Context: an optimization exercise on an open-source flow, tuned for small area, a short achievable clock period and few clock cycles per item. The choices shown serve that exercise and are no tape-out recipe.
Function was checked by simulation only, so behaviour that the tests miss may differ from the original.

## flow/design.v (module list and top-level ports; edited modules follow where they fit)
// module MCH: 1187 lines
module MCH (
    input               clk,
    input               reset,
    input       [ 7:0]  X,
    input       [ 7:0]  Y,
    output              Done,
    output      [16:0]  area
);
  // ...
==> flow/flow/run.sh <==
#!/bin/bash
# Layout flow: the standard flow (standard synthesis, floorplan, placement,
# CTS, routing) unchanged, except that ORFS's timing repair (after CTS and after
# global routing) is asked to leave 9 ns of setup slack instead of 0, so that it
# also speeds up paths that already meet the 13 ns clock. The clock, the I/O
# constraints and everything else are the design's.
set -uo pipefail
cp standard.sh standard_sh.copy.log
export SETUP_SLACK_MARGIN=9
bash standard.sh > standard.log 2>&1
==> flow/standard.sh <==
#!/bin/bash
# synth_recipe.tcl (not shown) runs the flow's synth.tcl, then flattens the netlist and writes it again
# the make line also repeats each setting of config.mk as NAME=value (left out here)
make -C /OpenROAD-flow-scripts/flow DESIGN_CONFIG=/design/flow/config.mk WORK_HOME=/design/flow/orfs CLKGATE_MAP_FILE= SYNTH_SCRIPT=/design/flow/synth_recipe.tcl "${@:-finish}"
==> flow/config.mk <==
export PLATFORM = sky130hd
export DESIGN_NAME = MCH
export DESIGN_NICKNAME = MCH
export VERILOG_FILES = /design/flow/design.v
export SDC_FILE = /design/flow/constraint.sdc
export NUM_CORES = 8
export LEC_CHECK = 0
export CAP_MARGIN = 20
export CORE_MARGIN = 2
export CORE_UTILIZATION = 35
export CTS_CLUSTER_DIAMETER = 150
export CTS_CLUSTER_SIZE = 20
export PLACE_DENSITY = 0.55
export SLEW_MARGIN = 20
==> flow/constraint.sdc <==
create_clock -name core_clock -period 13.0 [get_ports {clk}]
set_input_delay 2.6000 -clock core_clock [delete_from_list [all_inputs] [get_ports {clk}]]
set_output_delay 2.6000 -clock core_clock [all_outputs]
set_load 0.01 [all_outputs]
==> flow_summary.toml, run 1 <==
[worst_setup_path]
path_cells = "ha_1 -> nand4_1 -> nor2_2 -> nor4_4 -> o21ai_4 -> a21oi_4 -> buf_12 -> buf_12 -> mux4_2 -> buf_6 -> mux2_4 -> ha_4 -> nor2b_4 -> o21ai_2 -> nand2b_1 -> a21o_1 -> a21o_1 -> a21o_1 -> a21oi_2 -> xnor2_1"
slowest_delay_ns = 0.52
cp_slowest_cell = "mux4_2"
worst-path-buf-inv = 3
criticalPathCategory = "flip-flop to flip-flop"
startpoint = "q1r[7]"

[placed_design]
place.gp.congestion = 1.02
pre_cts_ws_ns = 7.73
placement.io_buffers = 35
place_area_um2 = 65900

[layout]
inv_count = 609
flops_and_latches = 976
layout_common_cells = "nand2_1, edfxtp_1, inv_1"
nonClkBufAreaFrac = 0.0414
largest_registers = "ex: 160 flops, ey: 160 flops"
layout_commonest_cell = "nand2_1"
final_area_um2 = 70600

[drt]
avgViaCountPerCell = 5.80
wl_met2_mm = 111

[outcome]
outcome = "finished clean"

[worst_hold_path]
min_to = "s2force"

[global_route]
top_usage_layer = "met2"
met1_usage = 0.318
grtUsageTotal = 0.256

[clocking]
clock_sinks = 976
postCtsResizedCells = 264

[timing]
hold_violations = 0
hold_slack_ns = 0.354

[logic_synthesis]
syn_inst = 6590
synth_compound_area_frac = 0.148

[floorplanning]
dieArea_um2 = 184000
Testbench counts, summed over its fixed seeds: cycles 15,977, hulls 384.
==> inputs of run 2 (changes only) <==
--- a/flow/config.mk
+++ b/flow/config.mk
@@ -8,7 +8,7 @@
 export CAP_MARGIN = 20
 export CORE_MARGIN = 2
 export CORE_UTILIZATION = 35
-export CTS_CLUSTER_DIAMETER = 150
+export CTS_CLUSTER_DIAMETER = 100
 export CTS_CLUSTER_SIZE = 20
 export PLACE_DENSITY = 0.55
 export SLEW_MARGIN = 20
==> flow_summary.toml, run 2 <==
[global_route]
grt_antenna_before_repair = 13
grtUsageTotal = 0.255
grt_pass1_vias = 49516
grt_pass1_wl_mm = 348
grt_start_max_net_pins = 120
grt-ovfl-total = 0

[timing]
grt_setup_unrepaired = "true"
finalSetupViolCount = 0
setup_tns_ns = 0
period_share = 0.312
maxSlewViolCount = 0
relSlewSlack = 0.188
finalClockSkew_ns = 0.0723
tightestPinTransition_ns = 1.22
fmax_mhz = 246
finalCriticalPeriod_ns = 4.06
hold_violations = 0

[worst_setup_path]
cp.required_ns = 13.65
r2r-start = "q0r[2]"
path_cells = "ha_4 -> nand4_1 -> a2111oi_4 -> nor4_4 -> o21ai_4 -> a21oi_4 -> buf_12 -> mux4_2 -> buf_6 -> mux2_4 -> ha_4 -> nor2b_4 -> o21ai_2 -> nand2b_1 -> a21o_1 -> a21o_1 -> a21o_1 -> a21oi_2 -> xnor2_1"
cp_max_fo = 7
end_kind = "flip-flop"
rr_worst_depth = 19
cp_slowest_cell = "mux4_2"
reg2reg_slack_ns = 8.94
critPathMostFrequentCell = "a21o_1"
criticalPathCategory = "flip-flop to flip-flop"
slowest_delay_ns = 0.47
cp_data_arrival_time_ns = 4.71
worstReg2RegEnd = "dB[7]"
cp-start-kind = "flip-flop"

[logic_synthesis]
syn_nets = 7003
yosysMostFrequentCell = "nand2_1"
yosys-top-cells-count = "nand2_1, edfxtp_1, inv_1"
ys_top_cells_by_area = "edfxtp_1, dfxtp_1, fa_1"
async_reset_ff_frac = 0.0164
synth_area_um2 = 63200
synth-main-ff-cell = "edfxtp_1"
ys_warn_count = 9
yosys.area.top_type_share = 0.310
ys_types = 97
syn_inst = 6590
synth-edff-count = 652
synth.avg_cell_area_um2 = 9.59
yosys_register_bits = 976
seq_area_frac_synth = 0.414
synth.largest_area_cell = "edfxtp_1"

[clocking]
cts_inserted_buffers = 60
tritoncts = "built"
clock_path_buffers = 3
clk_pin_slew_worst_paths_ns = 0.08
clk_latency_ns = 0.76
clock_sinks = 976
h-tree-depth = 2
cts-root-buf = "clkbuf_16"

[drt]
drt_iter0_markers = 6127
avgViaCountPerCell = 5.78
wl_per_cell_um = 27.6
postRouteAntennaNets = 0
num_vias = 51796
drcViolationCount = 0
first_pass_iters = 9
wl_mm = 248

[floorplanning]
die_x_um = 429
dieHeight_um = 429
io_pins = 36
num_rows = 155
start_util = 0.353
dieArea_um2 = 184000
coreArea_um2 = 179000

[layout]
finalNetCount = 6967
final_area_um2 = 70700
multi_input_area_um2 = 34600
largest_registers = "ex: 160 flops, ey: 160 flops"
regArea_um2 = 26300
layout_commonest_cell = "nand2_1"
layout_common_cells = "nand2_1, edfxtp_1, inv_1"
drive_gt1_frac = 0.118
num-fill-cells = 17606
syn2layout_area_growth_pct = 11.9

[worst_hold_path]
hp-class = "flip-flop to flip-flop"
min_from = "d1force"
holdPathStages = 0
min_to = "s2force"

[run]
drv_cap = 0

[placed_design]
place.gp.congestion = 1.02
dp_hpwl_mm = 173
place_area_um2 = 65900
placement.io_buffers = 35

[outcome]
outcome = "finished clean"
[run 2: cell counts after synthesis]
Identical to the previous run, type by type.
[run 2: how the worst max path moves through the flow]
stage	from	end	slack, ns	cells after the start
after floorplan	q0r[8]	dD[7]	8.99	21
after global placement	q0r[8]	dD[7]	7.75	21
after detailed placement	q0r[8]	dD[7]	7.73	21
after CTS	q1r[6]	dD[7]	8.82	20
after global routing	q0r[2]	dD[7]	8.76	20
final	q0r[2]	dB[7]	8.94	19
[run 2: final cells by class]
type | instances | area share
Clock buffer | 93 | 0.0234
Tap cell | 2355 | 0.0417
Timing Repair Buffer | 280 | 0.0380
Sequential cell | 976 | 0.372
Antenna cell | 6 | 0.000212
Clock inverter | 16 | 0.00276
Inverter | 609 | 0.0325
Multi-Input combinational cell | 4627 | 0.490
[run 2: stage by stage]
| stage | utilization | hold WS, ns | std cells | setup slack (ns) |
|---|---|---|---|---|
| after detailed placement | 0.368 | 0.333 | 8704 | 7.73 |
| after global placement | 0.368 | 0.318 | 8702 | 7.75 |
| after CTS | 0.388 | 0.350 | 8897 | 8.82 |
| after floorplan | - | 0.310 | 6590 | 8.99 |
| final | 0.395 | 0.345 | 8962 | 8.94 |
| after global routing | 0.395 | 0.351 | 8957 | 8.76 |
[run 2: per-layer routing]
layer | GRT usage | routed length (um) | part of all wire
met5 | 0.00468 | 160 | 0.00065
met2 | 0.408 | 112000 | 0.45
met4 | 0.165 | 21300 | 0.086
met1 | 0.317 | 94000 | 0.38
met3 | 0.0458 | 20700 | 0.083
[run 2: cell families (layout without fill, tap and decap cells)]
family                     count (synthesis)  after routing  share of synthesized area
DFF                                      976            976                      0.414
and+or+nand+nor                         2125           2126                      0.164
buffers and inverters                   1003            998                     0.0635
adders and majority gates                487            487                      0.119
muxes                                    238            253                     0.0461
AOI/OAI and AO/OA                       1430           1430                      0.148
other                                      0              6                          0
xor gates and xnor gates                 331            331                     0.0459
[run 2: worst max-delay path, delay by kind of cell (launching register included)]
family	cells	cell delay [ns]
AOI/OAI and AO/OA	8	1.49
and+or+nand+nor	4	0.46
adders and majority gates	2	0.52
muxes	2	0.76
DFF	1	0.33
xor gates and xnor gates	1	0.12
buffers and inverters	2	0.30
[run 2: timing repair]
item / CTS / global route
setup endpoints to repair: 744 / 258
gates resized for setup: 267 / 156
pin swaps: 60 / 66
hold buffers: 0 / 0
gates cloned: 11 / 7
buffers inserted: 73 / 51
==> inputs of run 3 (changes only) <==
--- a/flow/config.mk
+++ b/flow/config.mk
@@ -5,6 +5,7 @@
 export SDC_FILE = /design/flow/constraint.sdc
 export NUM_CORES = 8
 export LEC_CHECK = 0
+export ABC_AREA = 1
 export CAP_MARGIN = 20
 export CORE_MARGIN = 2
 export CORE_UTILIZATION = 35
==> flow_summary.toml, run 3 <==
[outcome]
outcome = "finished clean"

[placed_design]
pre_cts_ws_ns = 7.24
place.gp.congestion = 0.976
dp_hpwl_mm = 192
placement.io_buffers = 35
dp_cells = 10633

[logic_synthesis]
yosys.area.top_type_share = 0.302
synth.largest_area_cell = "edfxtp_1"
synth-xor-area-share = 0.0217
synth-simple-area-share = 0.238
syn_nets = 8867
yosys_register_bits = 976
ys_warn_count = 9
synth_top_family_by_area = "simple AND/OR/NAND/NOR gates"
ys_top_cells_by_area = "edfxtp_1, nand2_1, dfxtp_1"
ys_types = 63
synth-edff-count = 652
synthMuxAreaShare = 0.00139
synth-main-ff-cell = "edfxtp_1"
yosys-top-cells-count = "nand2_1, inv_1, nor2_1"
synthAdderAreaFrac = 0.102
synth_compound_area_frac = 0.131
syn_inst = 8454
yosysMostFrequentCell = "nand2_1"
synth_area_um2 = 64800
synth.avg_cell_area_um2 = 7.67
async_reset_ff_frac = 0.0164
seq_area_frac_synth = 0.403

[run]
drv_cap = 0

[timing]
fmax_mhz = 252
hold_violations = 0
maxSlewViolCount = 0
finalClockSkew_ns = 0.0734
grt_setup_unrepaired = "true"
period_share = 0.305
setup_tns_ns = 0
tightestPinTransition_ns = 1.20
finalSetupViolCount = 0
finalCriticalPeriod_ns = 3.96
relSlewSlack = 0.191
fin_ws_ns = 9.04

[layout]
final_cells = 10819
insertedDiodeCount = 0
syn2layout_area_growth_pct = 8.86
drive_gt1_frac = 0.0643
layout_common_cells = "nand2_1, inv_1, nor2_1"
finish.utilization = 0.384
largest_registers = "ex: 160 flops, ey: 160 flops"
layout_commonest_cell = "nand2_1"
finalNetCount = 8720

[drt]
num_vias = 58559
wl_mm = 253
postRouteAntennaNets = 0
wl_per_cell_um = 23.4
first_pass_iters = 6
avgViaCountPerCell = 5.41
drcViolationCount = 0
drt_iter0_markers = 6069

[floorplanning]
dieArea_um2 = 189000
coreArea_um2 = 184000
num_rows = 157
dieHeight_um = 434
start_util = 0.353
io_pins = 36
die_x_um = 434

[clocking]
tritoncts = "built"
h-tree-depth = 2
clk_pin_slew_worst_paths_ns = 0.09
clk_latency_ns = 0.79
clock_sinks = 976
clock_path_buffers = 3
cts_inserted_buffers = 59
hold_buffers = 0
cts-root-buf = "clkbuf_16"

[worst_hold_path]
min_from = "d1force"
holdPathStages = 0
min_to = "s2force"
hp-class = "flip-flop to flip-flop"

[worst_setup_path]
cp_max_fo = 23
rr_worst_depth = 16
cp.required_ns = 13.61
cp_data_arrival_time_ns = 4.58
cp-start-kind = "flip-flop"
worstReg2RegEnd = "nNW[3]"
end_kind = "flip-flop"
criticalPathCategory = "flip-flop to flip-flop"
reg2reg_slack_ns = 9.04
r2r-start = "px[7]"

[global_route]
grt_pass1_wl_mm = 367
grt_pass1_vias = 55226
grtUsageTotal = 0.262
grt-ovfl-total = 0
grt_start_max_net_pins = 89
grt_antenna_before_repair = 3
-- run 3: cell count changes in the layout (fill, tap and decap cells not counted), moves of 76 or more --
| cell | before | now |
|---|---|---|
| a22o_1 | 77 | 1 |
| o21ai_0 | 387 | 811 |
| nor2b_1 | 165 | 1 |
| nand3_1 | 153 | 520 |
| nor2_1 | 266 | 892 |
| and2_1 | 188 | 10 |
| xnor2_1 | 184 | 93 |
| inv_1 | 598 | 1208 |
| xor2_1 | 144 | 67 |
| nand2_1 | 847 | 1926 |
| maj3_1 | 88 | 0 |
| mux2i_1 | 123 | 9 |
| nand2b_1 | 106 | 0 |
-- run 3: cells by family after synthesis --
| group | Yosys count |
|---|---|
| compound gates | 1491 |
| xor+xnor | 161 |
| fa+ha+maj | 395 |
| buf+inv | 1698 |
| flops | 976 |
| mux | 9 |
| simple gates | 3724 |
-- run 3: layout make-up --
class | instances | area (um2)
Tap cell | 2464 | 3080
Timing Repair Buffer | 239 | 2100
Fill cell | 19103 | 113000
Sequential cell | 976 | 26300
Clock inverter | 16 | 215
Multi-Input combinational cell | 5780 | 32500
Clock buffer | 93 | 1610
Inverter | 1251 | 4770
-- run 3: worst max-delay path by stage --
stage          endpoint  cells after the start  startpoint  slack, ns
2_1_floorplan    q1r[9]                     11       dA[2]       9.19
3_3_place_gp       qok0                     14          ph       7.37
3_5_place_dp       qok0                     14          ph       7.24
4_1_cts         area[2]                      2      acc[2]       8.94
5_1_grt         acc[12]                     17      acc[3]       8.87
6_report         nNW[3]                     16       px[7]       9.04
-- run 3: worst max-delay path: stages, from the launching register on --
cell,delay [ns]
dfxtp_1,0.33
buf_6,0.29
ha_1,0.31
a31o_2,0.25
nor2_1,0.09
nand2_1,0.07
nor2_1,0.17
nand2_1,0.08
nor2_1,0.42
nand2_1,0.26
nand3_1,0.32
nand2_1,0.08
nor2_1,0.23
nand3_4,0.37
o21ai_0,0.36
nand2_1,0.08
nand2_1,0.06
-- run 3: metrics by stage --
stage	cell area, um2	hold WS (ns)
after global routing	70600	0.338
after floorplan	64800	0.310
final	70600	0.331
after detailed placement	67300	0.317
after CTS	69700	0.335
after global placement	67300	0.315
-- run 3: layer usage --
layer,track usage,part of all wire
met2,0.433,0.46
met5,0,0.000051
met1,0.338,0.41
met3,0.0277,0.068
met4,0.140,0.062
-- run 3: repair_timing --
item / CTS / global route
setup endpoints to repair: 467 / 320
pin swaps: 8 / 21
cloned: 1 / 2
setup buffers: 29 / 45
gates resized for setup: 213 / 137
==> inputs of run 4 (changes only) <==
--- a/flow/config.mk
+++ b/flow/config.mk
@@ -5,11 +5,10 @@
 export SDC_FILE = /design/flow/constraint.sdc
 export NUM_CORES = 8
 export LEC_CHECK = 0
-export ABC_AREA = 1
 export CAP_MARGIN = 20
 export CORE_MARGIN = 2
 export CORE_UTILIZATION = 35
 export CTS_CLUSTER_DIAMETER = 100
-export CTS_CLUSTER_SIZE = 20
+export CTS_CLUSTER_SIZE = 15
 export PLACE_DENSITY = 0.55
 export SLEW_MARGIN = 20
==> flow_summary.toml, run 4 <==
[outcome]
outcome = "finished clean"

[drt]
postRouteAntennaNets = 0
avgViaCountPerCell = 5.80
wl_mm = 251
drt_iter0_markers = 6132
first_pass_iters = 7
drcViolationCount = 0
wl_per_cell_um = 27.7
num_vias = 52373

[layout]
finalNetCount = 7009
largest_registers = "ex: 160 flops, ey: 160 flops"
finish.utilization = 0.400
layout_commonest_cell = "nand2_1"
layout_common_cells = "nand2_1, edfxtp_1, inv_1"
final_cells = 9033
drive_gt1_frac = 0.123
syn2layout_area_growth_pct = 13.3

[logic_synthesis]
ys_top_cells_by_area = "edfxtp_1, dfxtp_1, fa_1"
yosys_register_bits = 976
yosys-top-cells-count = "nand2_1, edfxtp_1, inv_1"
seq_area_frac_synth = 0.414
synth.largest_area_cell = "edfxtp_1"
syn_inst = 6590
ys_warn_count = 9
syn_nets = 7003
synth-main-ff-cell = "edfxtp_1"
synth_area_um2 = 63200
yosysMostFrequentCell = "nand2_1"
synth-edff-count = 652
yosys.area.top_type_share = 0.310
synth.avg_cell_area_um2 = 9.59
async_reset_ff_frac = 0.0164
ys_types = 97

[clocking]
cts_inserted_buffers = 77
hold_buffers = 0
clk_pin_slew_worst_paths_ns = 0.07
clock_sinks = 976
clk_latency_ns = 0.76
h-tree-depth = 3
clock_path_buffers = 3
cts-root-buf = "clkbuf_16"
tritoncts = "built"

[timing]
setup_tns_ns = 0
finalSetupViolCount = 0
finalClockSkew_ns = 0.0692
fmax_mhz = 242
grt_setup_unrepaired = "true"
maxSlewViolCount = 0
tightestPinTransition_ns = 1.22
relSlewSlack = 0.185
finalCriticalPeriod_ns = 4.13
hold_violations = 0
period_share = 0.317

[floorplanning]
dieArea_um2 = 184000
dieHeight_um = 429
num_rows = 155
io_pins = 36
coreArea_um2 = 179000
start_util = 0.353
die_x_um = 429

[global_route]
grt-ovfl-total = 0
grt_start_max_net_pins = 120
grt_pass1_vias = 49942
grt_pass1_wl_mm = 358
grt_antenna_before_repair = 17
grtUsageTotal = 0.265

[worst_setup_path]
r2r-start = "q1r[10]"
cp_data_arrival_time_ns = 4.78
criticalPathCategory = "flip-flop to flip-flop"
cp.required_ns = 13.66
end_kind = "flip-flop"
cp_max_fo = 7
startpoint = "q1r[10]"
cp-start-kind = "flip-flop"

[placed_design]
dp_cells = 8704
placement.io_buffers = 35
dp_hpwl_mm = 173
place.gp.congestion = 1.02

[worst_hold_path]
hp-class = "flip-flop to flip-flop"
min_from = "d1force"

[run]
drv_cap = 0
## run 4: layer usage
metal  wire length [um]  share of wire  GRT usage  up-vias
met1              95300           0.38      0.324    25732
met3              21400          0.085     0.0575      738
met5                172        0.00069    0.00468        -
li1                   -              -          -    23227
met2             113000           0.45      0.416     2666
met4              21000          0.084      0.188       10
## run 4: final cells by class
cell class / instances / area (um2)
fill: 17556 / 107000
multi-input combinational: 4627 / 34600
sequential: 976 / 26300
timing repair buffer: 305 / 3050
tap: 2355 / 2950
inverter: 609 / 2290
clock buffer: 125 / 2120
clock inverter: 13 / 224
antenna: 23 / 57.6
## run 4: repair_timing
| item | CTS | global route |
|---|---|---|
| cloned | 19 | 1 |
| pin swaps | 65 | 72 |
| buffers inserted | 81 | 65 |
| endpoints found under the setup margin | 747 | 271 |
| resized for setup | 266 | 162 |
## run 4: kinds of logic (layout without fill, tap and decap cells)
group,Yosys count,in the layout,share of synthesized area
and+or+nand+nor,2125,2126,0.164
other,0,23,0
adders and majority gates,487,487,0.119
AOI/OAI and AO/OA,1430,1430,0.148
muxes,238,253,0.0461
buffers and inverters,1003,1052,0.0635
xor gates and xnor gates,331,331,0.0459
DFF,976,976,0.414
## run 4: worst paths after layout
check                      endpoint  slack (ns)  depth (start not counted)
max in group asynchronous        ph       10.19                          2
setup reg to reg              dB[7]        8.87                         19
hold reg to reg             s2force        0.34                          0
min in group asynchronous  state[0]        2.32                          2
setup / recovery              dB[7]        8.87                         19
hold / removal              s2force        0.34                          0
## run 4: critical path, stage by stage, from the launching register on
cell and delay, ns:
dfxtp_2 0.33, ha_4 0.24, a21oi_2 0.19, o221ai_4 0.15, nor4_4 0.33, o21ai_4 0.12, a21oi_4 0.19, buf_12 0.17
mux4_2 0.55, buf_6 0.14, mux2_4 0.28, ha_4 0.24, nor2b_4 0.12, o21ai_2 0.12, nand2b_1 0.08, a21o_1 0.20
a21o_1 0.20, a21o_1 0.17, a21oi_2 0.15, xnor2_1 0.12
## run 4: through the flow
step / area, um2 / setup WS (ns) / hold slack [ns]
2_1_floorplan: 63300 / 8.99 / 0.310
3_3_place_gp: 65800 / 7.75 / 0.318
3_5_place_dp: 65900 / 7.73 / 0.333
4_1_cts: 70300 / 8.83 / 0.347
5_1_grt: 71600 / 8.64 / 0.348
6_report: 71600 / 8.87 / 0.342
==> inputs of run 5 (changes only) <==
--- a/flow/config.mk
+++ b/flow/config.mk
@@ -9,6 +9,6 @@
 export CORE_MARGIN = 2
 export CORE_UTILIZATION = 35
 export CTS_CLUSTER_DIAMETER = 100
-export CTS_CLUSTER_SIZE = 15
-export PLACE_DENSITY = 0.55
+export CTS_CLUSTER_SIZE = 20
+export PLACE_DENSITY = 0.68
 export SLEW_MARGIN = 20
==> flow_summary.toml, run 5 <==
[outcome]
outcome = "finished clean"

[global_route]
grt-ovfl-total = 0
grt_start_max_net_pins = 121
grtUsageTotal = 0.238
grt_pass1_vias = 49986
grt_pass1_wl_mm = 331
grt_antenna_before_repair = 6

[drt]
drcViolationCount = 0
avgViaCountPerCell = 5.85
drt_iter0_markers = 6869
num_vias = 52287
first_pass_iters = 12
wl_mm = 233
postRouteAntennaNets = 0
wl_per_cell_um = 26.1

[floorplanning]
num_rows = 155
coreArea_um2 = 179000
die_x_um = 429
start_util = 0.353
dieHeight_um = 429
dieArea_um2 = 184000
io_pins = 36

[logic_synthesis]
synth_area_um2 = 63200
ys_top_cells_by_area = "edfxtp_1, dfxtp_1, fa_1"
synth-main-ff-cell = "edfxtp_1"
seq_area_frac_synth = 0.414
yosysMostFrequentCell = "nand2_1"
yosys-top-cells-count = "nand2_1, edfxtp_1, inv_1"
synth.largest_area_cell = "edfxtp_1"
syn_inst = 6590
ys_types = 97
syn_nets = 7003
yosys.area.top_type_share = 0.310
yosys_register_bits = 976
async_reset_ff_frac = 0.0164
ys_warn_count = 9
synth-edff-count = 652
synth.avg_cell_area_um2 = 9.59

[layout]
drive_gt1_frac = 0.113
finalNetCount = 6944
regArea_um2 = 26300
final_area_um2 = 70400
layout_commonest_cell = "nand2_1"
layout_common_cells = "nand2_1, edfxtp_1, inv_1"
num-fill-cells = 17429
largest_registers = "ex: 160 flops, ey: 160 flops"
syn2layout_area_growth_pct = 11.4
multi_input_area_um2 = 34600

[timing]
finalSetupViolCount = 0
hold_violations = 0
finalCriticalPeriod_ns = 4.11
maxSlewViolCount = 0
grt_setup_unrepaired = "true"
period_share = 0.316
fmax_mhz = 243
hold_slack_ns = 0.356
finalClockSkew_ns = 0.104
setup_tns_ns = 0
relSlewSlack = 0.199
tightestPinTransition_ns = 1.20

[run]
drv_cap = 0

[clocking]
hold_buffers = 0
cts-root-buf = "clkbuf_16"
tritoncts = "built"
cts_inserted_buffers = 57
clk_latency_ns = 0.77
h-tree-depth = 2
clock_sinks = 976
clk_pin_slew_worst_paths_ns = 0.09
clock_path_buffers = 3

[worst_setup_path]
end_kind = "flip-flop"
cp_max_fo = 60
crit_family = "simple AND/OR/NAND/NOR gates"
cp.required_ns = 13.56
criticalPathCategory = "flip-flop to flip-flop"
worst-path-buf-inv = 2
cp_data_arrival_time_ns = 4.67
path_cells = "buf_8 -> nand2b_1 -> maj3_1 -> a21boi_0 -> o211ai_1 -> nor2_1 -> a22oi_1 -> nand4_1 -> or4_4 -> buf_4 -> o31ai_2"
cp-start-kind = "flip-flop"
cp_slowest_cell = "or4_4"
slowest_delay_ns = 0.71

[worst_hold_path]
hp-class = "flip-flop to flip-flop"

[placed_design]
place.gp.congestion = 1.03
dp_hpwl_mm = 162
place_area_um2 = 65700
placement.io_buffers = 35
==> run 5: layout make-up <==
cell class / count / share of cell area
multi-input cells: 4625 / 0.491
diodes: 3 / 0.000107
clock buffers: 96 / 0.0228
inverters: 609 / 0.0325
flip-flops and latches: 976 / 0.373
repair buffers: 262 / 0.0369
clock inverters: 9 / 0.00163
well taps: 2355 / 0.0418
==> run 5: worst paths after layout <==
check                      slack (ns)  startpoint  depth (start not counted)       to
hold / removal                   0.36         rn0                          0      rn1
setup / recovery                 8.89       px[3]                         11   nNE[8]
min in group asynchronous        2.30       reset                          2  icnt[0]
setup reg to reg                 8.89       px[3]                         11   nNE[8]
hold reg to reg                  0.36         rn0                          0      rn1
max in group asynchronous       10.22       reset                          2       ph
==> run 5: logic make-up (layout without fill, tap and decap cells) <==
logic type,after synthesis,after routing,synth area share
buffers and inverters,1003,976,0.0635
AOI/OAI and AO/OA,1430,1430,0.148
other,0,3,0
and+or+nand+nor,2125,2128,0.164
DFF,976,976,0.414
xor gates and xnor gates,331,331,0.0459
adders and majority gates,487,487,0.119
muxes,238,249,0.0461
==> run 5: repair_timing <==
item                                    CTS  global route
endpoints found under the setup margin  694           324
resized for setup                       217           187
setup buffers                            64            61
pin swaps                                60            89
gates cloned                             11             8
==> run 5: metal layers <==
metal	track usage	share of wire	wire, um	vias up
met2	0.374	0.44	103000	3105
met5	0	0.00029	67	-
li1	-	-	-	23054
met3	0.0442	0.097	22600	778
met1	0.299	0.37	87200	25346
met4	0.160	0.085	19700	4
==> run 5: stage by stage <==
step                      cells  utilization  worst slack [ns]
after floorplan            6590            -              8.99
after global placement     8683        0.367              7.81
after detailed placement   8683        0.367              7.88
after CTS                  8863        0.385              8.82
after global routing       8932        0.393              8.74
final                      8935        0.393              8.89
==> inputs of run 6 (changes only) <==
--- a/flow/config.mk
+++ b/flow/config.mk
@@ -10,5 +10,5 @@
 export CORE_UTILIZATION = 35
 export CTS_CLUSTER_DIAMETER = 100
 export CTS_CLUSTER_SIZE = 20
-export PLACE_DENSITY = 0.68
+export PLACE_DENSITY = 0.45
 export SLEW_MARGIN = 20
==> flow_summary.toml, run 6 <==
[clocking]
clk_pin_slew_worst_paths_ns = 0.10
clock_sinks = 976
clk_latency_ns = 0.74
hold_buffers = 0
h-tree-depth = 2
cts-root-buf = "clkbuf_16"
tritoncts = "built"
cts_inserted_buffers = 59
clock_path_buffers = 3

[worst_hold_path]
min_from = "rn0"
hp-class = "flip-flop to flip-flop"
holdPathStages = 0
min_to = "rn1"

[logic_synthesis]
seq_area_frac_synth = 0.414
yosys.area.top_type_share = 0.310
yosys_register_bits = 976
synth-edff-count = 652
syn_nets = 7003
synth.avg_cell_area_um2 = 9.59
ys_warn_count = 9
ys_types = 97
yosysMostFrequentCell = "nand2_1"
synth_area_um2 = 63200
async_reset_ff_frac = 0.0164
ys_top_cells_by_area = "edfxtp_1, dfxtp_1, fa_1"
synth.largest_area_cell = "edfxtp_1"
syn_inst = 6590
synth-main-ff-cell = "edfxtp_1"
yosys-top-cells-count = "nand2_1, edfxtp_1, inv_1"

[timing]
fmax_mhz = 231
grt_setup_unrepaired = "true"
finalCriticalPeriod_ns = 4.33
hold_slack_ns = 0.366
finalSetupViolCount = 0
tightestPinTransition_ns = 1.24
finalClockSkew_ns = 0.0527
hold_violations = 0
period_share = 0.333
setup_tns_ns = 0
maxSlewViolCount = 0
relSlewSlack = 0.167

[worst_setup_path]
worstReg2RegEnd = "dB[7]"
cp_max_fo = 6
reg2reg_slack_ns = 8.67
critPathMostFrequentCell = "a21o_1"
path_cells = "ha_4 -> nand4_1 -> a2111oi_4 -> nor4_2 -> o21ai_2 -> buf_4 -> a21oi_4 -> buf_12 -> buf_12 -> buf_6 -> mux4_2 -> mux2_4 -> ha_4 -> nor2b_4 -> o21ai_2 -> nand2b_1 -> a21o_1 -> a21o_1 -> a21o_1 -> a21oi_2 -> xnor2_1"
r2r-start = "q0r[2]"
end_kind = "flip-flop"
rr_worst_depth = 21
slowest_delay_ns = 0.43
cp_slowest_cell = "a2111oi_4"
criticalPathCategory = "flip-flop to flip-flop"
cp_data_arrival_time_ns = 4.98
cp-start-kind = "flip-flop"
cp.required_ns = 13.65

[drt]
drt_iter0_markers = 5445
postRouteAntennaNets = 0
wl_per_cell_um = 28.7
wl_mm = 258
avgViaCountPerCell = 5.67
drcViolationCount = 0
first_pass_iters = 6
num_vias = 50883

[outcome]
outcome = "finished clean"

[floorplanning]
coreArea_um2 = 179000
num_rows = 155
io_pins = 36
start_util = 0.353
dieHeight_um = 429
die_x_um = 429
dieArea_um2 = 184000

[global_route]
grt_antenna_before_repair = 3
grt_start_max_net_pins = 122
grt_pass1_vias = 49567
grt-ovfl-total = 0
grtUsageTotal = 0.272
grt_pass1_wl_mm = 365

[layout]
layout_common_cells = "nand2_1, edfxtp_1, inv_1"
syn2layout_area_growth_pct = 12.1
multi_input_area_um2 = 34700
layout_commonest_cell = "nand2_1"
regArea_um2 = 26300
final_cells = 8979
finalNetCount = 6986
drive_gt1_frac = 0.127
largest_registers = "ex: 160 flops, ey: 160 flops"
num-fill-cells = 17835

[placed_design]
dp_hpwl_mm = 185
dp_cells = 8706
place.gp.congestion = 1.03
placement.io_buffers = 35

[run]
drv_cap = 0
run 6: cell counts after synthesis:
Identical to the previous run, type by type.
run 6: final cells by class:
class	count	area share
Multi-Input combinational cell	4623	0.489
Sequential cell	976	0.371
Tap cell	2355	0.0416
Timing Repair Buffer	304	0.0396
Inverter	609	0.0323
Clock buffer	96	0.0238
Clock inverter	14	0.00212
Antenna cell	2	0.0000706
run 6: per-layer routing:
layer / vias to the layer above / share of wire / track usage
met3: 470 / 0.059 / 0.0365
met1: 25420 / 0.40 / 0.343
met5: - / 0.000093 / 0
met4: 4 / 0.066 / 0.151
met2: 1867 / 0.47 / 0.451
li1: 23122 / - / -
run 6: through the flow:
| stage | setup slack, ns | util | cell area, um2 |
|---|---|---|---|
| finish | 8.67 | 0.396 | 70900 |
| global route | 8.49 | 0.396 | 70900 |
| CTS | 8.62 | 0.390 | 69900 |
| detailed placement | 7.45 | 0.368 | 65900 |
| global placement | 7.65 | 0.368 | 65900 |
| floorplan | 8.99 | - | 63300 |
run 6: worst max path at each step:
stage,slack (ns),cells past startpoint,endpoint,from
floorplan,8.99,21,dD[7],q0r[8]
global placement,7.65,20,dA[7],q0r[8]
detailed placement,7.45,20,dD[7],q0r[8]
CTS,8.62,21,dD[7],q1r[10]
global route,8.49,21,dB[7],q0r[2]
finish,8.67,21,dB[7],q0r[2]
run 6: cells by family after synthesis:
kind of cell / Yosys count / share of synthesized area
buf+inv: 1003 / 0.0635
simple gates: 2125 / 0.164
mux: 238 / 0.0461
flops: 976 / 0.414
xor+xnor: 331 / 0.0459
fa+ha+maj: 487 / 0.119
compound gates: 1430 / 0.148
run 6: what timing repair did:
action / 4_1_cts / 5_1_grt
pin swaps: 110 / 84
setup endpoints to repair: 767 / 304
endpoints found under the hold margin: 0 / 0
gates cloned: 12 / 1
gates resized for setup: 338 / 147
buffers inserted: 111 / 37
run 6: worst max-delay path, delay by kind of cell, from the launching register on:
kind	cells	cell delay (ns)
AOI/OAI and AO/OA	8	1.50
adders and majority gates	2	0.48
muxes	2	0.73
xor gates and xnor gates	1	0.12
buffers and inverters	4	0.56
DFF	1	0.34
and+or+nand+nor	4	0.49
==> inputs of run 7 (changes only) <==
==> flow/flow/run.sh (replaced) <==
#!/bin/bash
# Layout flow: the standard flow (standard synthesis, floorplan, placement,
# CTS, routing) unchanged, except that ORFS's timing repair (after CTS and after
# global routing) is asked to leave 8.75 ns of setup slack instead of 0, so that it
# also speeds up paths that already meet the 13 ns clock. The clock, the I/O
# constraints and everything else are the design's.
set -uo pipefail
cp standard.sh standard_sh.copy.log
export SETUP_SLACK_MARGIN=8.75
bash standard.sh > standard.log 2>&1
--- a/flow/config.mk
+++ b/flow/config.mk
@@ -8,7 +8,5 @@
 export CAP_MARGIN = 20
 export CORE_MARGIN = 2
 export CORE_UTILIZATION = 35
-export CTS_CLUSTER_DIAMETER = 100
-export CTS_CLUSTER_SIZE = 20
-export PLACE_DENSITY = 0.45
+export PLACE_DENSITY = 0.55
 export SLEW_MARGIN = 20
==> flow_summary.toml, run 7 <==
[worst_setup_path]
criticalPathCategory = "flip-flop to flip-flop"
slowest_delay_ns = 0.67
cp_data_arrival_time_ns = 4.76
cp-start-kind = "flip-flop"
crit_family = "simple AND/OR/NAND/NOR gates"
path_cells = "buf_4 -> buf_4 -> ha_1 -> and3_1 -> nand4_1 -> o211ai_1 -> nor3b_1 -> a22o_1 -> nor4_2 -> buf_4 -> a41oi_1 -> a21oi_1"
rr_worst_depth = 12
reg2reg_slack_ns = 8.71
r2r-start = "py[7]"
worstReg2RegEnd = "nSE[16]"
cp_slowest_cell = "nor3b_1"
cp_max_fo = 22
critPathMostFrequentCell = "buf_4"
end_kind = "flip-flop"
cp.required_ns = 13.47
worst-path-buf-inv = 3

[timing]
relSlewSlack = 0.0820
setup_tns_ns = 0
hold_violations = 0
maxSlewViolCount = 0
finalCriticalPeriod_ns = 4.29
finalSetupViolCount = 0
fin_ws_ns = 8.71
finalClockSkew_ns = 0.0580
period_share = 0.330
grt_setup_unrepaired = "true"
tightestPinTransition_ns = 1.38
fmax_mhz = 233

[placed_design]
place.gp.congestion = 1.04
pre_cts_ws_ns = 7.66
placement.io_buffers = 35
dp_hpwl_mm = 170

[layout]
finalNetCount = 6936
num-fill-cells = 17532
multi_input_area_um2 = 34000
layout_common_cells = "nand2_1, edfxtp_1, inv_1"
largest_registers = "ex: 160 flops, ey: 160 flops"
regArea_um2 = 26200
drive_gt1_frac = 0.105
syn2layout_area_growth_pct = 12.7
layout_commonest_cell = "nand2_1"

[clocking]
clock_sinks = 976
clk_pin_slew_worst_paths_ns = 0.06
h-tree-depth = 3
clock_path_buffers = 3
tritoncts = "built"
clk_latency_ns = 0.79
hold_buffers = 0
cts_inserted_buffers = 112
cts-root-buf = "clkbuf_16"

[logic_synthesis]
async_reset_ff_frac = 0.0164
yosys-top-cells-count = "nand2_1, edfxtp_1, inv_1"
synth-edff-count = 652
synth_area_um2 = 63200
yosys.area.top_type_share = 0.310
ys_warn_count = 9
yosysMostFrequentCell = "nand2_1"
syn_nets = 7003
synth.avg_cell_area_um2 = 9.59
syn_inst = 6590
ys_top_cells_by_area = "edfxtp_1, dfxtp_1, fa_1"
yosys_register_bits = 976
synth-main-ff-cell = "edfxtp_1"
seq_area_frac_synth = 0.414
synth.largest_area_cell = "edfxtp_1"
ys_types = 97

[drt]
wl_per_cell_um = 26.2
drt_iter0_markers = 5319
first_pass_iters = 7
postRouteAntennaNets = 0
avgViaCountPerCell = 5.69
drcViolationCount = 0
wl_mm = 236
num_vias = 51137

[global_route]
grt_pass1_vias = 49342
grtUsageTotal = 0.250
grt_start_max_net_pins = 65
grt_pass1_wl_mm = 342
grt_antenna_before_repair = 8
grt-ovfl-total = 0

[run]
drv_cap = 0

[outcome]
outcome = "finished clean"

[floorplanning]
dieArea_um2 = 184000
dieHeight_um = 429
start_util = 0.353
io_pins = 36
num_rows = 155
coreArea_um2 = 179000
die_x_um = 429

[worst_hold_path]
min_to = "s2force"
holdPathStages = 0
hp-class = "flip-flop to flip-flop"
min_from = "d1force"
==> run 7: cell count changes in the layout (fill, tap and decap cells not counted), moves of 18 or more <==
cell / before / now
dfxtp_1: 250 / 270
buf_6: 46 / 16
clkinv_1: 2 / 22
dlygate4sd2_1: 0 / 18
buf_4: 198 / 136
clkinv_2: 4 / 22
dfxtp_4: 25 / 4
clkbuf_16: 62 / 117
==> run 7: metrics by stage <==
stage,hold slack [ns],instances,util,area (um2)
2_1_floorplan,0.310,6590,-,63200
3_3_place_gp,0.318,8697,0.367,65800
3_5_place_dp,0.329,8698,0.368,65800
4_1_cts,0.342,8956,0.394,70600
5_1_grt,0.353,8984,0.398,71200
6_report,0.346,8987,0.398,71300
==> run 7: final cells by class <==
class,count,share of cell area
Timing Repair inverter,1,0.0000702
Antenna cell,9,0.000316
Multi-Input combinational cell,4618,0.477
Timing Repair Buffer,205,0.0271
Sequential cell,976,0.368
Clock buffer,145,0.0434
Tap cell,2355,0.0414
Clock inverter,69,0.0112
Inverter,609,0.0321
==> run 7: how the worst max path moves through the flow <==
stage	start	to	depth (start not counted)
after floorplan	q0r[2]	dD[7]	20
after CTS	q1r[6]	dA[7]	20
after global placement	ph	dB[7]	15
after detailed placement	q0r[8]	dA[7]	19
after global routing	q0r[10]	dA[7]	21
final	py[7]	nSE[16]	12
==> run 7: kinds of logic (layout without fill, tap and decap cells) <==
family,count (synthesis),in the layout,share of synthesized area
flops,976,976,0.414
buf+inv,1003,1029,0.0635
fa+ha+maj,487,487,0.119
mux,238,244,0.0461
xor+xnor,331,331,0.0459
compound gates,1430,1430,0.148
simple gates,2125,2126,0.164
other cells,0,9,0
==> run 7: timing repair <==
item                                   in CTS  in global routing
gates resized for setup                   117                100
endpoints found under the hold margin       0                  0
pin swaps                                  15                 49
setup buffers                              33                 21
setup endpoints to repair                 492                172
cloned                                     11                  1
==> run 7: metal layers <==
layer | track usage | wire, um
met1 | 0.314 | 93600
met2 | 0.396 | 107000
met3 | 0.0442 | 18000
met4 | 0.159 | 17400
met5 | 0 | 22
==> inputs of run 8 (changes only) <==
==> flow/flow/run.sh (replaced) <==
#!/bin/bash
# Layout flow: the standard flow (standard synthesis, floorplan, placement,
# CTS, routing) unchanged, except that ORFS's timing repair (after CTS and after
# global routing) is asked to leave 9.25 ns of setup slack instead of 0, so that it
# also speeds up paths that already meet the 13 ns clock. The clock, the I/O
# constraints and everything else are the design's.
set -uo pipefail
cp standard.sh standard_sh.copy.log
export SETUP_SLACK_MARGIN=9.25
bash standard.sh > standard.log 2>&1
==> flow_summary.toml, run 8 <==
[logic_synthesis]
yosys-top-cells-count = "nand2_1, edfxtp_1, inv_1"
async_reset_ff_frac = 0.0164
synth_area_um2 = 63200
ys_warn_count = 9
ys_types = 97
ys_top_cells_by_area = "edfxtp_1, dfxtp_1, fa_1"
synth.largest_area_cell = "edfxtp_1"
seq_area_frac_synth = 0.414
yosys_register_bits = 976
syn_inst = 6590
synth-main-ff-cell = "edfxtp_1"
synth.avg_cell_area_um2 = 9.59
syn_nets = 7003
synth-edff-count = 652
yosysMostFrequentCell = "nand2_1"
yosys.area.top_type_share = 0.310

[layout]
syn2layout_area_growth_pct = 18.1
drive_gt1_frac = 0.162
finalNetCount = 7127
layout_commonest_cell = "nand2_1"
layout_common_cells = "nand2_1, edfxtp_1, inv_1"
largest_registers = "ex: 160 flops, ey: 160 flops"

[global_route]
grt_antenna_before_repair = 6
grt_pass1_vias = 50527
grt_pass1_wl_mm = 346
grtUsageTotal = 0.253
grt_start_max_net_pins = 71
grt-ovfl-total = 0

[worst_setup_path]
startpoint = "q0r[10]"
cp_data_arrival_time_ns = 4.88
slowest_delay_ns = 0.56
cp_slowest_cell = "mux4_2"
reg2reg_slack_ns = 8.76
worstSetupEndpoint = "dW[7]"
cp.required_ns = 13.63
cp_max_fo = 5
worstReg2RegEnd = "dW[7]"
r2r-start = "q0r[10]"
rr_worst_depth = 21
cp-start-kind = "flip-flop"
end_kind = "flip-flop"
criticalPathCategory = "flip-flop to flip-flop"
path_cells = "ha_4 -> a21oi_4 -> o221ai_4 -> nor4_4 -> o21ai_4 -> buf_6 -> a21oi_4 -> buf_12 -> mux4_2 -> buf_4 -> buf_6 -> ha_4 -> nor2b_4 -> o21ai_2 -> a21boi_2 -> o21a_1 -> o21ai_1 -> nand2b_1 -> a21oi_2 -> xor2_1 -> xnor2_1"

[floorplanning]
die_x_um = 429
num_rows = 155
dieArea_um2 = 184000
io_pins = 36
dieHeight_um = 429
coreArea_um2 = 179000
start_util = 0.353

[drt]
drcViolationCount = 0
drt_iter0_markers = 5873
postRouteAntennaNets = 0
wl_mm = 248
wl_per_cell_um = 27.0
num_vias = 52719
first_pass_iters = 6
avgViaCountPerCell = 5.75

[timing]
tightestPinTransition_ns = 1.29
finalSetupViolCount = 0
maxSlewViolCount = 0
period_share = 0.326
finalClockSkew_ns = 0.0430
fin_ws_ns = 8.76
fmax_mhz = 236
hold_violations = 0
setup_tns_ns = 0
finalCriticalPeriod_ns = 4.24
relSlewSlack = 0.135
grt_setup_unrepaired = "true"

[clocking]
clk_pin_slew_worst_paths_ns = 0.06
clock_path_buffers = 3
tritoncts = "built"
h-tree-depth = 3
clock_sinks = 976
hold_buffers = 0
clk_latency_ns = 0.77
cts-root-buf = "clkbuf_16"
cts_inserted_buffers = 113

[outcome]
outcome = "finished clean"

[placed_design]
placement.io_buffers = 35
pre_cts_ws_ns = 7.65
dp_hpwl_mm = 172
place.gp.congestion = 0.992

[run]
drv_cap = 0

[worst_hold_path]
hp-class = "flip-flop to flip-flop"
==> run 8: cell count changes in the layout (fill, tap and decap cells not counted), moves of 11 or more <==
| cell | previous run | this run |
|---|---|---|
| buf_4 | 136 | 262 |
| buf_6 | 16 | 56 |
| dfxtp_1 | 270 | 244 |
| dfxtp_4 | 4 | 30 |
| buf_12 | 10 | 30 |
| ha_1 | 163 | 143 |
| dlygate4sd2_1 | 18 | 0 |
| a21oi_1 | 276 | 262 |
| a21oi_2 | 16 | 28 |
| ha_4 | 10 | 22 |
| nor2_1 | 272 | 260 |
| nand2_2 | 3 | 14 |
==> run 8: worst max-delay path, delay by kind of cell, from the launching register on <==
family	cells	cell delay (ns)
xor+xnor	2	0.27
buf+inv	4	0.59
fa+ha+maj	2	0.44
mux	1	0.56
simple gates	3	0.58
flops	1	0.33
compound gates	9	1.34
==> run 8: how the worst min path moves through the flow <==
stage            start  endpoint  slack [ns]  depth (start not counted)
2_1_floorplan  d1force   s2force        0.31                          0
3_3_place_gp       rn0       rn1        0.33                          0
3_5_place_dp       rn0       rn1        0.34                          0
4_1_cts            rn0       rn1        0.36                          0
5_1_grt            rn0       rn1        0.37                          0
6_report           rn0       rn1        0.36                          0
==> run 8: area by class of cell <==
type                       instances  area [um2]
clock inverter                    74         898
sequential                       976       26300
timing repair buffer             391        4000
clock buffer                     138        3020
fill                           17239      104000
inverter                         609        2300
antenna                            3        7.51
tap                             2355        2950
multi-input combinational       4623       35200
==> run 8: metal layers <==
metal	wire, um	vias up	GRT usage
met1	96500	25877	0.317
met5	29	-	0
met2	111000	2688	0.403
met4	19400	4	0.152
met3	21200	705	0.0510
li1	-	23445	-
==> run 8: cell families (layout without fill, tap and decap cells) <==
group	Yosys count	count (layout)	synth area share
buf+inv	1003	1212	0.0635
simple gates	2125	2127	0.164
other cells	0	3	0
flops	976	976	0.414
fa+ha+maj	487	487	0.119
xor+xnor	331	331	0.0459
compound gates	1430	1431	0.148
mux	238	247	0.0461
==> run 8: per-stage QoR <==
stage	hold slack, ns	instances	cell area [um2]	utilization
floorplan	0.310	6590	63400	-
global placement	0.335	8698	65900	0.368
finish	0.356	9169	74700	0.417
detailed placement	0.341	8698	65900	0.368
CTS	0.356	9049	72600	0.406
global route	0.372	9167	74700	0.417
==> run 8: repair_timing <==
action | 4_1_cts | 5_1_grt
gates resized for setup | 432 | 188
endpoints found under the setup margin | 980 | 402
gates cloned | 10 | 13
hold endpoints to repair | 0 | 0
setup buffers | 129 | 104
pin swaps | 122 | 103
==> inputs of run 9 (changes only) <==
--- a/flow/config.mk
+++ b/flow/config.mk
@@ -5,8 +5,11 @@
 export SDC_FILE = /design/flow/constraint.sdc
 export NUM_CORES = 8
 export LEC_CHECK = 0
+export ABC_AREA = 1
 export CAP_MARGIN = 20
 export CORE_MARGIN = 2
 export CORE_UTILIZATION = 35
+export CTS_CLUSTER_DIAMETER = 100
+export CTS_CLUSTER_SIZE = 20
 export PLACE_DENSITY = 0.55
 export SLEW_MARGIN = 20
==> flow_summary.toml, run 9 <==
[clocking]
h-tree-depth = 3
tritoncts = "built"
clock_sinks = 976
cts_inserted_buffers = 66
clk_latency_ns = 0.75
cts-root-buf = "clkbuf_16"
clk_pin_slew_worst_paths_ns = 0.09
clock_path_buffers = 3

[layout]
largest_registers = "ex: 160 flops, ey: 160 flops"
syn2layout_area_growth_pct = 11.8
layout_common_cells = "nand2_1, inv_1, nor2_1"
insertedDiodeCount = 0
regArea_um2 = 26300
drive_gt1_frac = 0.0915
num-fill-cells = 18821
layout_commonest_cell = "nand2_1"
multi_input_area_um2 = 33400
finalNetCount = 8790

[timing]
grt_setup_unrepaired = "true"
finalSetupViolCount = 0
fin_ws_ns = 9.16
tightestPinTransition_ns = 1.25
finalCriticalPeriod_ns = 3.84
fmax_mhz = 261
relSlewSlack = 0.162
period_share = 0.295
finalClockSkew_ns = 0.0580
setup_tns_ns = 0
hold_violations = 0
maxSlewViolCount = 0

[placed_design]
placement.io_buffers = 35
dp_hpwl_mm = 191
pre_cts_ws_ns = 7.12
place.gp.congestion = 1.01

[logic_synthesis]
ys_types = 63
ys_top_cells_by_area = "edfxtp_1, nand2_1, dfxtp_1"
yosysMostFrequentCell = "nand2_1"
synth.largest_area_cell = "edfxtp_1"
ys_warn_count = 9
seq_area_frac_synth = 0.403
synth.avg_cell_area_um2 = 7.67
yosys_register_bits = 976
synth-main-ff-cell = "edfxtp_1"
synth-edff-count = 652
async_reset_ff_frac = 0.0164
syn_inst = 8454
synth_area_um2 = 64800
yosys.area.top_type_share = 0.302
yosys-top-cells-count = "nand2_1, inv_1, nor2_1"
syn_nets = 8867

[worst_setup_path]
crit_family = "flip-flops"
slowest_delay_ns = 0.40
cp.required_ns = 10.40
cp_slowest_cell = "dfxtp_4"
end_kind = "output pin"
criticalPathCategory = "flip-flop to output pin"
cp-start-kind = "flip-flop"
cp_data_arrival_time_ns = 1.24
path_cells = "buf_6"
cp_max_fo = 2
worst-path-buf-inv = 1

[worst_hold_path]
hp-class = "flip-flop to flip-flop"

[floorplanning]
start_util = 0.353
dieHeight_um = 434
dieArea_um2 = 189000
io_pins = 36
die_x_um = 434
coreArea_um2 = 184000
num_rows = 157

[global_route]
grtUsageTotal = 0.266
grt_pass1_vias = 56280
grt_start_max_net_pins = 174
grt_pass1_wl_mm = 374
grt-ovfl-total = 0
grt_antenna_before_repair = 6

[drt]
first_pass_iters = 8
postRouteAntennaNets = 0
wl_per_cell_um = 23.5
drcViolationCount = 0
drt_iter0_markers = 6550
avgViaCountPerCell = 5.44
num_vias = 59207
wl_mm = 256

[outcome]
outcome = "finished clean"

[run]
drv_cap = 0
## run 9: changes by cell type in the layout (fill, tap and decap cells not counted), moves of 87 or more
cell / before / now
and2_1: 188 / 9
inv_1: 592 / 1180
maj3_1: 87 / 0
mux2i_1: 123 / 9
nand2_1: 840 / 1908
nand2b_1: 103 / 0
nand3_1: 150 / 515
nor2_1: 260 / 873
nor2b_1: 164 / 1
o21ai_0: 388 / 781
## run 9: kinds of logic after synthesis
family,share of synthesized area
buffers and inverters,0.103
AO/OA/AOI/OAI,0.131
multiplexers,0.00139
XOR/XNOR,0.0217
AND/OR/NAND/NOR,0.238
flip-flops,0.403
adder cells (fa/ha/maj),0.102
## run 9: path summary, 6_finish.rpt
kind | startpoint | to | slack [ns] | depth (start not counted)
worst max-delay path | acc[14] | area[14] | 9.16 | 1
worst min-delay path | d1force | s2force | 0.33 | 0
worst max register to register | acc[9] | acc[14] | 9.27 | 16
worst min register to register | d1force | s2force | 0.33 | 0
max in group asynchronous | reset | ph | 10.13 | 2
min in group asynchronous | reset | ph | 2.32 | 2
## run 9: layout make-up
cell class	instances	area share
multi-input cells	5783	0.461
flip-flops and latches	976	0.363
clock buffers	98	0.0256
well taps	2464	0.0425
repair buffers	299	0.0383
inverters	1251	0.0661
clock inverters	22	0.00364
## run 9: per-layer routing
metal  track usage  vias to the layer above  share of wire  routed length, um
met2         0.448                     2598           0.47             120000
met5             0                        -        0.00021                 54
met4         0.121                        8          0.054              13900
met1         0.339                    28616           0.40             103000
met3        0.0370                      507          0.072              18600
li1              -                    27478              -                  -
## run 9: repair_timing
action,4_1_cts,5_1_grt
pin swaps,68,133
gates resized for setup,364,254
hold buffers,0,0
cloned,4,4
buffers inserted,86,49
endpoints found under the setup margin,623,394
## run 9: stage by stage
step	instance area [um2]	std cells	utilization	hold slack, ns
final	72500	10893	0.395	0.334
after global routing	72500	10893	0.395	0.340
after CTS	71100	10840	0.387	0.334
after detailed placement	67300	10630	0.366	0.316
after global placement	67300	10630	0.366	0.322
after floorplan	64900	8454	-	0.310
==> inputs of run 10 (changes only) <==
==> flow/flow/run.sh (replaced) <==
#!/bin/bash
# Layout flow: the standard flow (standard synthesis, floorplan, placement,
# CTS, routing) unchanged, except that ORFS's timing repair (after CTS and after
# global routing) is asked to leave 8.7 ns of setup slack instead of 0, so that it
# also speeds up paths that already meet the 13 ns clock. The clock, the I/O
# constraints and everything else are the design's.
set -uo pipefail
cp standard.sh standard_sh.copy.log
export SETUP_SLACK_MARGIN=8.7
bash standard.sh > standard.log 2>&1
--- a/flow/config.mk
+++ b/flow/config.mk
@@ -5,7 +5,6 @@
 export SDC_FILE = /design/flow/constraint.sdc
 export NUM_CORES = 8
 export LEC_CHECK = 0
-export ABC_AREA = 1
 export CAP_MARGIN = 20
 export CORE_MARGIN = 2
 export CORE_UTILIZATION = 35
==> flow_summary.toml, run 10 <==
[logic_synthesis]
async_reset_ff_frac = 0.0164
ys_types = 97
syn_nets = 7003
yosys.area.top_type_share = 0.310
synth.avg_cell_area_um2 = 9.59
yosys-top-cells-count = "nand2_1, edfxtp_1, inv_1"
seq_area_frac_synth = 0.414
synth.largest_area_cell = "edfxtp_1"
yosys_register_bits = 976
syn_inst = 6590
yosysMostFrequentCell = "nand2_1"
synth-edff-count = 652
synth_area_um2 = 63200
ys_top_cells_by_area = "edfxtp_1, dfxtp_1, fa_1"
synth-main-ff-cell = "edfxtp_1"
ys_warn_count = 9

[global_route]
grt-ovfl-total = 0
grt_pass1_vias = 49103
grt_antenna_before_repair = 15
grtUsageTotal = 0.254
grt_pass1_wl_mm = 346
grt_start_max_net_pins = 119

[timing]
finalSetupViolCount = 0
setup_tns_ns = 0
tightestPinTransition_ns = 1.30
period_share = 0.334
fmax_mhz = 230
finalCriticalPeriod_ns = 4.34
hold_violations = 0
maxSlewViolCount = 0
relSlewSlack = 0.136
finalClockSkew_ns = 0.0659
grt_setup_unrepaired = "true"

[floorplanning]
io_pins = 36
coreArea_um2 = 179000
dieHeight_um = 429
dieArea_um2 = 184000
start_util = 0.353
num_rows = 155
die_x_um = 429

[worst_setup_path]
cp_data_arrival_time_ns = 4.82
cp.required_ns = 13.47
end_kind = "flip-flop"
criticalPathCategory = "flip-flop to flip-flop"
cp-start-kind = "flip-flop"
cp_max_fo = 29

[layout]
drive_gt1_frac = 0.0909
syn2layout_area_growth_pct = 9.90
layout_common_cells = "nand2_1, edfxtp_1, inv_1"
largest_registers = "ex: 160 flops, ey: 160 flops"
layout_commonest_cell = "nand2_1"
finalNetCount = 6892
finish.utilization = 0.388

[clocking]
clock_sinks = 976
cts_inserted_buffers = 59
clk_pin_slew_worst_paths_ns = 0.10
hold_buffers = 0
h-tree-depth = 2
tritoncts = "built"
cts-root-buf = "clkbuf_16"
clock_path_buffers = 3
clk_latency_ns = 0.76

[outcome]
outcome = "finished clean"

[drt]
wl_per_cell_um = 27.7
drcViolationCount = 0
wl_mm = 247
postRouteAntennaNets = 0
drt_iter0_markers = 5887
avgViaCountPerCell = 5.77
num_vias = 51311
first_pass_iters = 7

[run]
drv_cap = 0

[placed_design]
dp_hpwl_mm = 175
placement.io_buffers = 35
place.gp.congestion = 1.03

[worst_hold_path]
hp-class = "flip-flop to flip-flop"
run 10: routing by layer:
layer,wire [um],vias up,part of all wire,GRT usage
li1,-,22937,-,-
met3,19000,644,0.077,0.0396
met1,96400,25300,0.39,0.321
met2,113000,2422,0.46,0.412
met5,58,-,0.00024,0
met4,18600,8,0.075,0.149
run 10: cell type report:
class / count / area (um2)
fillers: 17693 / 110000
multi-input cells: 4625 / 34100
flip-flops and latches: 976 / 26200
well taps: 2355 / 2950
inverters: 609 / 2290
repair buffers: 208 / 2080
clock buffers: 97 / 1690
clock inverters: 10 / 123
diodes: 9 / 22.5
run 10: cells by family after synthesis:
logic type      share of synthesized area
simple gates                        0.164
compound gates                      0.148
buf+inv                            0.0635
flops                               0.414
fa+ha+maj                           0.119
xor+xnor                           0.0459
mux                                0.0461
run 10: repair_timing:
| item | 4_1_cts | 5_1_grt |
|---|---|---|
| setup endpoints to repair | 497 | 223 |
| setup buffers | 22 | 33 |
| resized for setup | 114 | 102 |
| cloned | 9 | 9 |
| pin swaps | 7 | 23 |
| hold endpoints to repair | 0 | 0 |
run 10: path summary, 6_finish.rpt:
| check | to | slack, ns | startpoint | cells past startpoint |
|---|---|---|---|---|
| max | nSW[3] | 8.66 | py[4] | 11 |
| min | s2force | 0.33 | d1force | 0 |
| max reg2reg | nSW[3] | 8.66 | py[4] | 11 |
| min reg2reg | s2force | 0.33 | d1force | 0 |
| max in group asynchronous | ph | 10.18 | reset | 2 |
| min in group asynchronous | state[1] | 2.33 | reset | 2 |
run 10: stage by stage:
| stage | cell area [um2] | std cells | hold slack (ns) | setup slack, ns |
|---|---|---|---|---|
| 2_1_floorplan | 63200 | 6590 | 0.310 | 8.73 |
| 3_3_place_gp | 65800 | 8697 | 0.329 | 7.46 |
| 3_5_place_dp | 65800 | 8697 | 0.327 | 7.45 |
| 4_1_cts | 68500 | 8835 | 0.342 | 8.62 |
| 5_1_grt | 69500 | 8881 | 0.342 | 8.54 |
| 6_report | 69500 | 8889 | 0.334 | 8.66 |
run 10: worst max-delay path, stage by stage, from the launching register on:
cell and delay, ns:
dfxtp_4 0.61, buf_6 0.35, xor2_1 0.12, nor3_1 0.23
nand4_1 0.35, o211ai_1 0.93, inv_1 0.29, o211ai_1 0.45
nor2_1 0.10, buf_4 0.24, a311oi_1 0.30, a21oi_1 0.06

## afterwards: timing with drivers on the ports
In the flow no input, the clock included, has a driving cell. The finished layouts below were timed again as built, in two steps.
Step 1 assumes that a clkbuf_16 drives the clock port and a buf_2 every other input.
Step 2 times the ports against the registers' clock, not the clock port: input delays grow and output delays shrink by t, the midpoint of the rising clock arrivals with the driver on.
Slacks: no drivers / after step 1 / after step 2; pairs: no drivers / after step 1.
run	t (ns)	setup WS [ns]	worst setup path after step 2	clock arrival spread, ns	slew at the worst register clock pin (ns)
run 1	0.787	8.806 / 8.806 / 8.806	register to register	0.079 / 0.079	0.11 / 0.11
run 2	0.805	8.943 / 8.943 / 8.943	register to register	0.073 / 0.073	0.11 / 0.11
run 3	0.840	9.035 / 8.949 / 9.035	register to register	0.075 / 0.075	0.11 / 0.11
run 4	0.806	8.873 / 8.873 / 8.873	register to register	0.079 / 0.080	0.10 / 0.10
run 5	0.803	8.890 / 8.890 / 8.890	register to register	0.112 / 0.112	0.11 / 0.11
run 6	0.812	8.674 / 8.674 / 8.674	register to register	0.059 / 0.059	0.11 / 0.11
run 7	0.841	8.710 / 8.710 / 8.710	register to register	0.058 / 0.059	0.07 / 0.07
run 8	0.826	8.758 / 8.758 / 8.758	register to register	0.043 / 0.043	0.07 / 0.07
run 9	0.811	9.162 / 9.071 / 9.270	register to register	0.060 / 0.060	0.10 / 0.10
run 10	0.819	8.657 / 8.657 / 8.657	register to register	0.070 / 0.071	0.11 / 0.11
After both steps every run listed still meets setup and hold.
